What follows belongs to an exercise in optimizing a design on an open flow for small area; a production flow would make more cautious choices.
Only simulation tests tie the RTL to the original design; equivalence was not proved.

## butterfly
module butterfly(clk, rst, mode, a, b, w, c, d);
  input clk;
  input rst;
  input [1:0] mode;
  input [31:0] a, b, w;
  output reg [31:0] c, d;
  ...
clock: 10.0 ns
lec_check: 0
cap_margin: 20
core_margin: 2
core_utilization: 58
slew_margin: 20
synth_hierarchical: 1
standard.sh (not shown) runs the stock make flow with config.mk's settings and CLKGATE_MAP_FILE= SYNTH_SCRIPT=/design/flow/synth_recipe.tcl, a recipe that flattens the netlist after the stock synthesis.
==> flow/flow/run.sh <==
#!/bin/bash
# Own flow: the standard layout (standard.sh), with smaller port buffers and a
# lighter clock tree (no dummy loads). standard.sh's output goes to flow_standard.log in
# this folder; ORFS's per-step logs stay under orfs/logs.
set -euo pipefail
export BUFFER_PORTS_ARGS="-buffer_cell sky130_fd_sc_hd__buf_1"
export CTS_ARGS="-sink_clustering_enable -repair_clock_nets -dont_use_dummy_load -buf_list {sky130_fd_sc_hd__clkbuf_8} -sink_clustering_size 16 -sink_clustering_max_diameter 80"
bash standard.sh > flow_standard.log 2>&1
==> next run, changes <==
--- a/flow/flow/run.sh
+++ b/flow/flow/run.sh
@@ -6,3 +6,3 @@
 export BUFFER_PORTS_ARGS="-buffer_cell sky130_fd_sc_hd__buf_1"
-export CTS_ARGS="-sink_clustering_enable -repair_clock_nets -dont_use_dummy_load -buf_list {sky130_fd_sc_hd__clkbuf_8} -sink_clustering_size 16 -sink_clustering_max_diameter 80"
+export CTS_ARGS="-sink_clustering_enable -repair_clock_nets -dont_use_dummy_load -buf_list {sky130_fd_sc_hd__clkbuf_4}"
 bash standard.sh > flow_standard.log 2>&1
- CORE_UTILIZATION: 58 -> 45
Effect: Design area climbs by 1.8%; clock-buffer cell count went up by 75; worst setup slack gains 0.55 ns; cell count came out higher by 7.1%; wire length fell by 5.9%; clock skew increases by 0.044 ns; die area goes up by 28%.
==> next run, changes <==
--- a/flow/flow/run.sh
+++ b/flow/flow/run.sh
@@ -6,3 +6,3 @@
 export BUFFER_PORTS_ARGS="-buffer_cell sky130_fd_sc_hd__buf_1"
-export CTS_ARGS="-sink_clustering_enable -repair_clock_nets -dont_use_dummy_load -buf_list {sky130_fd_sc_hd__clkbuf_4}"
+export CTS_ARGS="-sink_clustering_enable -repair_clock_nets -dont_use_dummy_load -buf_list {sky130_fd_sc_hd__clkbuf_8} -sink_clustering_size 20 -sink_clustering_max_diameter 100"
 bash standard.sh > flow_standard.log 2>&1
Result:
- The changed run went through all stages and came out clean
- design area is lower by about 0.9%
- die area is unchanged
- via count shrinks by 1.3%
- core utilization shrinks by 0.45 points
- count of clock-buffer cells in the layout fell by 82
- wire length fell by 0.38%
==> next run, changes <==
--- a/flow/flow/run.sh
+++ b/flow/flow/run.sh
@@ -6,3 +6,3 @@
 export BUFFER_PORTS_ARGS="-buffer_cell sky130_fd_sc_hd__buf_1"
-export CTS_ARGS="-sink_clustering_enable -repair_clock_nets -dont_use_dummy_load -buf_list {sky130_fd_sc_hd__clkbuf_8} -sink_clustering_size 20 -sink_clustering_max_diameter 100"
+export CTS_ARGS="-sink_clustering_enable -repair_clock_nets -dont_use_dummy_load -buf_list {sky130_fd_sc_hd__clkbuf_8} -sink_clustering_size 16 -sink_clustering_max_diameter 80"
 bash standard.sh > flow_standard.log 2>&1
- CORE_UTILIZATION: 45 -> 52
What happened:
- The changed run finished clean
- clock skew drops by 0.034 ns
- cell area drops slightly
- routed wire length rose slightly
- worst setup slack improves by 0.27 ns
==> next run, changes <==
- CORE_UTILIZATION: 52 -> 45
What happened: Global-route usage is lower by 4.5 points; non-clock buffer count is higher by 32; register-to-register slack gets worse by 0.27 ns; synthesized area is unchanged; worst setup slack degrades by 0.27 ns; synthesized cell count stays the same; sequential share of layout area fell by 0.23 points; cell count rises by 3.2%; utilization drops by 6.5 points.
==> next run, changes <==
- CORE_UTILIZATION: 45 -> 64
What happened: The new run passed the timing, design-rule and antenna checks; via count came out higher by a few percent; cell area decreases slightly; synthesized cell count does not change; maximum frequency drops slightly; clock skew went up by 0.015 ns; routed wire length rises by a few percent; utilization goes up by 19 points; sequential share of layout area increases by 0.36 points; final cell count fell by a little under a tenth; flip-flop and latch count stays the same.

## afterwards: timing with drivers on the ports
How much do the figures lean on ideal ports? The routed layouts below were timed once more, with nothing changed but the port constraints. Step 1 sets driving cells, clkbuf_16 on the clock port and buf_2 on the other inputs (assumed; they add their load-dependent delay and slew). Step 2 moves the port delays by t, midway between the first and last clock arrival at a register: inputs arrive t later, outputs are due t later. That takes back most of the time a late clock gives input paths. a / b / c = ideal ports / drivers / drivers and shift; a / b = the first two.
| run | shift t [ns] | setup slack, ns | hold slack, ns | cell pins on the clock port's net |
|---|---|---|---|---|
| the first run | 0.691 | 0.821 / 0.821 / 0.821 | 0.272 / 0.272 / 0.272 | 1 |
| the second run | 0.925 | 1.369 / 1.369 / 1.369 | 0.266 / 0.266 / 0.266 | 1 |
| the third run | 0.716 | 1.406 / 1.406 / 1.406 | 0.293 / 0.293 / 0.293 | 1 |
| the fourth run | 0.669 | 1.678 / 1.678 / 1.678 | 0.323 / 0.323 / 0.323 | 1 |
| the fifth run | 0.721 | 1.412 / 1.412 / 1.412 | 0.295 / 0.295 / 0.295 | 1 |
| the sixth run | 0.688 | 1.273 / 1.273 / 1.273 | 0.247 / 0.247 / 0.247 | 1 |
After both steps every run listed still meets setup and hold.
